Source: an optimization exercise on an open RTL-to-GDS flow (aim: small area, a short achievable clock period and few clock cycles per item). Production flows keep margins and buffers that such runs may drop. For this run, only the layout was checked, not whether the RTL still works. Power and IR drop assume default switching activity.

File: flow/flow/run.sh
#!/bin/bash
set -e
export BUFFER_PORTS_ARGS="-buffer_cell sky130_fd_sc_hd__buf_1"
export SETUP_SLACK_MARGIN=10
bash standard.sh > standard.log 2>&1
File: flow/standard.sh
#!/bin/bash
# synth_recipe.tcl (not shown) runs the flow's synth.tcl, then flattens the netlist and writes it again
# the make line also repeats each setting of config.mk as NAME=value (left out here)
make -C /OpenROAD-flow-scripts/flow DESIGN_CONFIG=/design/flow/config.mk WORK_HOME=/design/flow/orfs CLKGATE_MAP_FILE= SYNTH_SCRIPT=/design/flow/synth_recipe.tcl "${@:-finish}"
File: flow/config.mk
export PLATFORM = sky130hd
export DESIGN_NAME = suma_fp
export DESIGN_NICKNAME = suma_fp
export VERILOG_FILES = /design/flow/design.v
export SDC_FILE = /design/flow/constraint.sdc
export NUM_CORES = 4
export LEC_CHECK = 0
export ABC_AREA = 1
export CAP_MARGIN = 20
export CORE_MARGIN = 2
export CORE_UTILIZATION = 40
export PLACE_DENSITY = 0.6
export SLEW_MARGIN = 20
File: flow/constraint.sdc
create_clock -name core_clock -period 20.0 [get_ports {clk}]
set_input_delay 4.0000 -clock core_clock [delete_from_list [all_inputs] [get_ports {clk}]]
set_output_delay 4.0000 -clock core_clock [all_outputs]
set_load 0.01 [all_outputs]
File: flow/design.v
module suma_fp(input clk, input rst, input start, input [31:0] A, B, output [31:0] Y, output done);
wire        sA = A[31], sB = B[31];
wire [7:0]  eA = A[30:23], eB = B[30:23];
wire [23:0] mA = {1'b1, A[22:0]}, mB = {1'b1, B[22:0]};
wire [8:0]  de    = {1'b0, eA} - {1'b0, eB};
wire        e_lt  = de[8];                    
wire [7:0]  d     = de[7:0] ^ {8{e_lt}};
wire [23:0] Xm    = e_lt ? mB : mA;           
wire [23:0] Zm    = e_lt ? {1'b0, mA[23:1]} : mB;    
wire [7:0]  ex    = e_lt ? eB : eA;
wire        xs    = e_lt ? sB : sA;
wire        zs    = e_lt ? sA : sB;
wire        big   = |d[7:5];
wire        far   = big | (d[4] & d[3]) | (e_lt & d[4] & d[2] & d[1] & d[0]);
wire [23:0] Zs    = big ? 24'd0 : (Zm >> d[4:0]);
wire        sub   = sA ^ sB;
wire        q     = sub & zs & far;
wire [23:0] opb = Zs ^ {24{sub}};
wire [23:0] p0  = Xm ^ opb;
wire [23:0] G [0:5];
wire [23:0] P [0:5];
assign G[0] = Xm & opb;
assign P[0] = p0;
genvar l, m;
generate
  for (l = 0; l < 5; l = l + 1) begin : lv
    for (m = 0; m < 24; m = m + 1) begin : bt
      if ((m >> l) & 1) begin : cmb
        localparam integer J = ((m >> l) << l) - 1;
        assign G[l+1][m] = G[l][m] | (P[l][m] & G[l][J]);
        assign P[l+1][m] = P[l][m] & P[l][J];
      end else begin : pas
        assign G[l+1][m] = G[l][m];
        assign P[l+1][m] = P[l][m];
      end
    end
  end
endgenerate
wire [24:0] S    = {G[5][23], p0 ^ {G[5][22:0], 1'b0}};
wire        cout = S[24];
wire        inc  = sub & ~q & cout;
wire        inv  = sub & (q | ~cout);
wire        neg  = sub ? (q | (cout ? xs : zs)) : sA;
reg [24:0] r_q;       
reg        inc_q;     
reg        inv_q;     
reg [7:0]  e1_q;      
reg        neg_q;
reg        done_q;
always @(posedge clk) begin
  r_q    <= {~sub & cout, S[23:0]};
  inc_q  <= inc;
  inv_q  <= inv;
  e1_q   <= ex + 8'd1;
  neg_q  <= neg;
  done_q <= start & ~rst;
end
reg  [23:0] all1;     
integer j;
always @* begin
  all1[0] = 1'b1;
  for (j = 1; j < 24; j = j + 1) all1[j] = all1[j-1] & r_q[j-1];
end
wire [24:0] rm = {r_q[24], (r_q[23:0] ^ {24{inv_q}}) ^ (all1 & {24{inc_q}})};
wire [31:0] lzin = {rm, 7'b1111111};
wire [15:0] v1;  wire [15:0] z1;
wire [7:0]  v2;  wire [15:0] z2;
wire [3:0]  v3;  wire [11:0] z3;
wire [1:0]  v4;  wire [7:0]  z4;
genvar k;
generate
  for (k = 0; k < 16; k = k + 1) begin : l1
    assign v1[k] = lzin[2*k+1] | lzin[2*k];
    assign z1[k] = ~lzin[2*k+1];
  end
  for (k = 0; k < 8; k = k + 1) begin : l2
    assign v2[k] = v1[2*k+1] | v1[2*k];
    assign z2[2*k+1:2*k] = v1[2*k+1] ? {1'b0, z1[2*k+1]} : {1'b1, z1[2*k]};
  end
  for (k = 0; k < 4; k = k + 1) begin : l3
    assign v3[k] = v2[2*k+1] | v2[2*k];
    assign z3[3*k+2:3*k] = v2[2*k+1] ? {1'b0, z2[4*k+3:4*k+2]} : {1'b1, z2[4*k+1:4*k]};
  end
  for (k = 0; k < 2; k = k + 1) begin : l4
    assign v4[k] = v3[2*k+1] | v3[2*k];
    assign z4[4*k+3:4*k] = v3[2*k+1] ? {1'b0, z3[6*k+5:6*k+3]} : {1'b1, z3[6*k+2:6*k]};
  end
endgenerate
wire [4:0]  lz   = v4[1] ? {1'b0, z4[7:4]} : {1'b1, z4[3:0]};
wire        zero = ~|rm;
wire [24:0] n4 = lz[4] ? {rm[8:0], 16'd0} : rm;
wire [24:0] n3 = lz[3] ? {n4[16:0], 8'd0} : n4;
wire [24:0] n2 = lz[2] ? {n3[20:0], 4'd0} : n3;
wire [24:0] n1 = lz[1] ? {n2[22:0], 2'd0} : n2;
wire [24:0] n0 = lz[0] ? {n1[23:0], 1'd0} : n1;
wire [7:0]  eo = e1_q - {3'd0, lz};
assign Y    = {neg_q & ~zero, eo & {8{~zero}}, n0[23:1]};
assign done = done_q;
endmodule
==> run_results.csv <==
group,metric,value,unit
finish,fin_area,0.007370,mm²
route,routed_wl,18430,µm
logic_synthesis,yosys-top-cells-area,"nand2_1 17%, dfxtp_1 11%, o21ai_0 9.8%, xor2_1 9.0%, nand3_1 7.9%",
placed_design,place_area,0.007022,mm²
critical_path,critical_path_buf_inv_count,8,
route,drcViolationCount,0,
logic_synthesis,synth_area,0.006555,mm²
finish,fillers,1770,
logic_synthesis,synth-async-reset-ratio,0,%
floorplan,core,0.01594,mm²
route,wl_per_cell,13.24,µm
logic_synthesis,syn_inst,1096,
run,maxCapViolations,0,
global_routing,grt_pass1_wl,29900,µm
hold_path,hp-start,"rst",
logic_synthesis,yosysWarnings,1,
clock_network,cts_tree,"done",
finish,drive_gt1_share,6.378,%
timing,slew_headroom,42.87,%
hold_path,min_path_cells,2,
floorplan,die_area,0.01743,mm²
power_and_ir_drop,p_per_area,151.7,mW/mm²
global_routing,grt_pass1_vias,6280,
critical_path,cpMostUsedCell,"a21oi_1",
finish,postLayoutCoreUtil,46.23,%
logic_synthesis,synth-xor-area-share,13.61,%
timing,slew_violations,0,
critical_path,critPathMaxFanout,32,
timing,fmax,105.1,MHz
timing,tightestPinTransition,0.8560,ns
global_routing,track_usage,20.23,%
hold_path,min_to,"done_q",
hold_path,worstHoldPathType,"primary input to flop",
route,drt_iter0_drc,516,
placed_design,hpwl,14900,µm
logic_synthesis,synth-simple-area-share,36.00,%
logic_synthesis,synth_common_cells,"297 x nand2_1, 131 x inv_1, 129 x o21ai_0",
critical_path,start_kind,"primary input",
route,firstDrtPassIters,5,
floorplan,pin_count,100,
timing,hold_viol,0,
finish,stdcell_count,1392,
timing,finalSetupTns,0,ns
global_routing,overflow,0,
logic_synthesis,ys_seq_area_share,11.30,%
clock_network,cts-root-buf,"clkbuf_16",
placed_design,finalWeightedCongestion,0.8946,
timing,fin_crit,9.513,ns
logic_synthesis,ys_seq_elements,37,
clock_network,clkSinkCount,37,
logic_synthesis,yosys.area.top_type,"nand2_1",
logic_synthesis,synth-edff-count,0,
floorplan,start_util,41.12,%
critical_path,crit_type,"primary input to flop",
route,ant_nets,0,
logic_synthesis,syn_nets,1208,
floorplan,die_h,132.0,µm
logic_synthesis,synth.lib_cells_used.distinct,49,
logic_synthesis,synth.most_common_cell,"nand2_1",
critical_path,worstPathArrival,9.72,ns
logic_synthesis,synthMuxAreaShare,0.4581,%
critical_path,slowest_delay,0.39,ns
finish,antenna_cells,0,
global_routing,antenna_found_initial,0,
global_routing,grt_max_degree,64,
logic_synthesis,syn_area_per_cell,5.981,µm²
logic_synthesis,yosysTopAreaCellShare,17.01,%
placed_design,dp_slack,9.134,ns
critical_path,cp_num_cells,36,
logic_synthesis,synthFlopType,"dfxtp_1",
floorplan,die_w,132.0,µm
clock_network,numCtsBuffers,5,
timing,rsz0062_at_grt,"true",
timing,fin_crit_sh,47.57,%
power_and_ir_drop,leakage,3.469,nW
logic_synthesis,synth_top_family_by_area,"simple AND/OR/NAND/NOR gates",
power_and_ir_drop,peakVddDrop,0.00007405,V
placed_design,dp_cells,1372,
clock_network,postCtsHoldBufs,0,
finish,finalNetCount,1287,
clock_network,cts_max_level,2,
clock_network,cts_buffer_depth,2,
timing,setup_slack,10.49,ns
finish,area_growth,12.43,%
route,vias_per_cell,5.059,
critical_path,crit_slowest_cell,"fa_1",
status,status,"timing/DRC/antenna clean",
critical_path,required,20.20,ns
critical_path,cp-end-kind,"flop",
critical_path,path_delay_family,"compound AO/OA/AOI/OAI gates",
route,via_count,7042,
logic_synthesis,synth-compound-area-share,17.66,%
placed_design,port_buffers,99,
floorplan,rows,46,
clock_network,cts.clk_slew.worst_paths,0.05,ns
timing,setup_violations,0,
logic_synthesis,synthAdderAreaFrac,9.391,%
## final cells by class
type / count / area [µm²] / area share (%)
repair buffers: 115 / 529.3 / 7.182
inverters: 139 / 539.3 / 7.317
flip-flops and latches: 37 / 740.7 / 10.05
clock buffers: 6 / 138.9 / 1.885
repair inverters: 3 / 20.02 / 0.2716
multi-input cells: 874 / 5094 / 69.12
well taps: 216 / 270.3 / 3.667
clock inverters: 2 / 37.54 / 0.5093
## metrics by stage
stage          total power, mW  hold WS, ns
5_1_grt                  1.246        3.879
6_report                 1.118        3.870
2_1_floorplan           0.8074        4.071
4_1_cts                  1.104        3.863
3_3_place_gp             1.006        4.150
3_5_place_dp             1.009        4.158
## registers in the layout (all words and copies together) (netlist names)
name and cells:
done_q 1, neg_q 1, inc_q 1, r_q 25, inv_q 1, e1_q 8
## per-layer routing
layer	wire (µm)	track usage (%)	share of wire, %	vias to the layer above
met3	659	0.8458	3.6	18
met5	0	0	0	-
met1	8767	27.90	48	3113
met2	8772	34.84	48	166
met4	227	4.710	1.2	0
li1	-	-	-	3745
## timing repair
action / in CTS / in global routing
pin swaps: 0 / 2
endpoints found under the setup margin: 12 / 14
hold endpoints to repair: 0 / 0
gates cloned: 1 / 4
resized for setup: 6 / 26
buffers inserted: 0 / 7
## worst max path at each step
stage / to / start / slack (ns)
after floorplan: inv_q / A[23] / 10.06
after global placement: inv_q / A[23] / 9.18
after detailed placement: inv_q / A[23] / 9.13
after CTS: r_q[15] / A[23] / 10.09
after global routing: inv_q / A[23] / 10.00
final: r_q[15] / A[23] / 10.49
## cells in the final DEF (no fill, tap or decap), types with 5 or more instances in the layout
master      synthesis  layout
nand4_1            13      13
nor2_1             60      59
nand3_1           103     103
buf_1               1      99
xor2_1             67      67
o211ai_1           21      21
nor3_1              7       7
o21ai_1             5      15
fa_1                7       7
xnor2_1            33      33
buf_4               4      12
o21ai_0           129     118
nand2_1           297     296
clkbuf_16           0       6
dfxtp_1            37      37
clkinvlp_4          0       5
nor2_4              7       7
inv_2               5       5
a21oi_1            35      35
ha_1               38      37
inv_1             131     129
## power by group
| part | switching [mW] | internal [mW] | leakage, nW |
|---|---|---|---|
| combinational | 0.587 | 0.301 | 3.07 |
| sequential | 0.0346 | 0.106 | 0.312 |
| clock | 0.0275 | 0.0621 | 0.0831 |
| total | 0.649 | 0.469 | 3.47 |
## logic make-up after synthesis
group,count (synthesis)
xor+xnor,101
simple gates,516
flops,37
buf+inv,186
mux,3
compound gates,208
fa+ha+maj,45

[static timing again, ports no longer ideal]
The results above use ideal ports. As a check the final layout listed here was re-extracted and re-timed, cells and wires unchanged.
Step 1 assumes that a clkbuf_16 drives the clock port and a buf_2 every other input.
Step 2 also shifts input and output timing later by t, the mid clock arrival at the registers, as if the neighbouring blocks saw the same clock.
a / b / c = no drivers / after step 1 / after step 2; a / b = the first two.
shift t [ns]: 0.306
setup WS [ns]: 10.487 / 10.502 / 10.195
slew at the worst register clock pin (ns): 0.05 / 0.05
After both steps setup and hold are still met in this run. For this run, drivers alone change the setup slack by +0.015 ns; drivers and shift together by -0.292 ns.
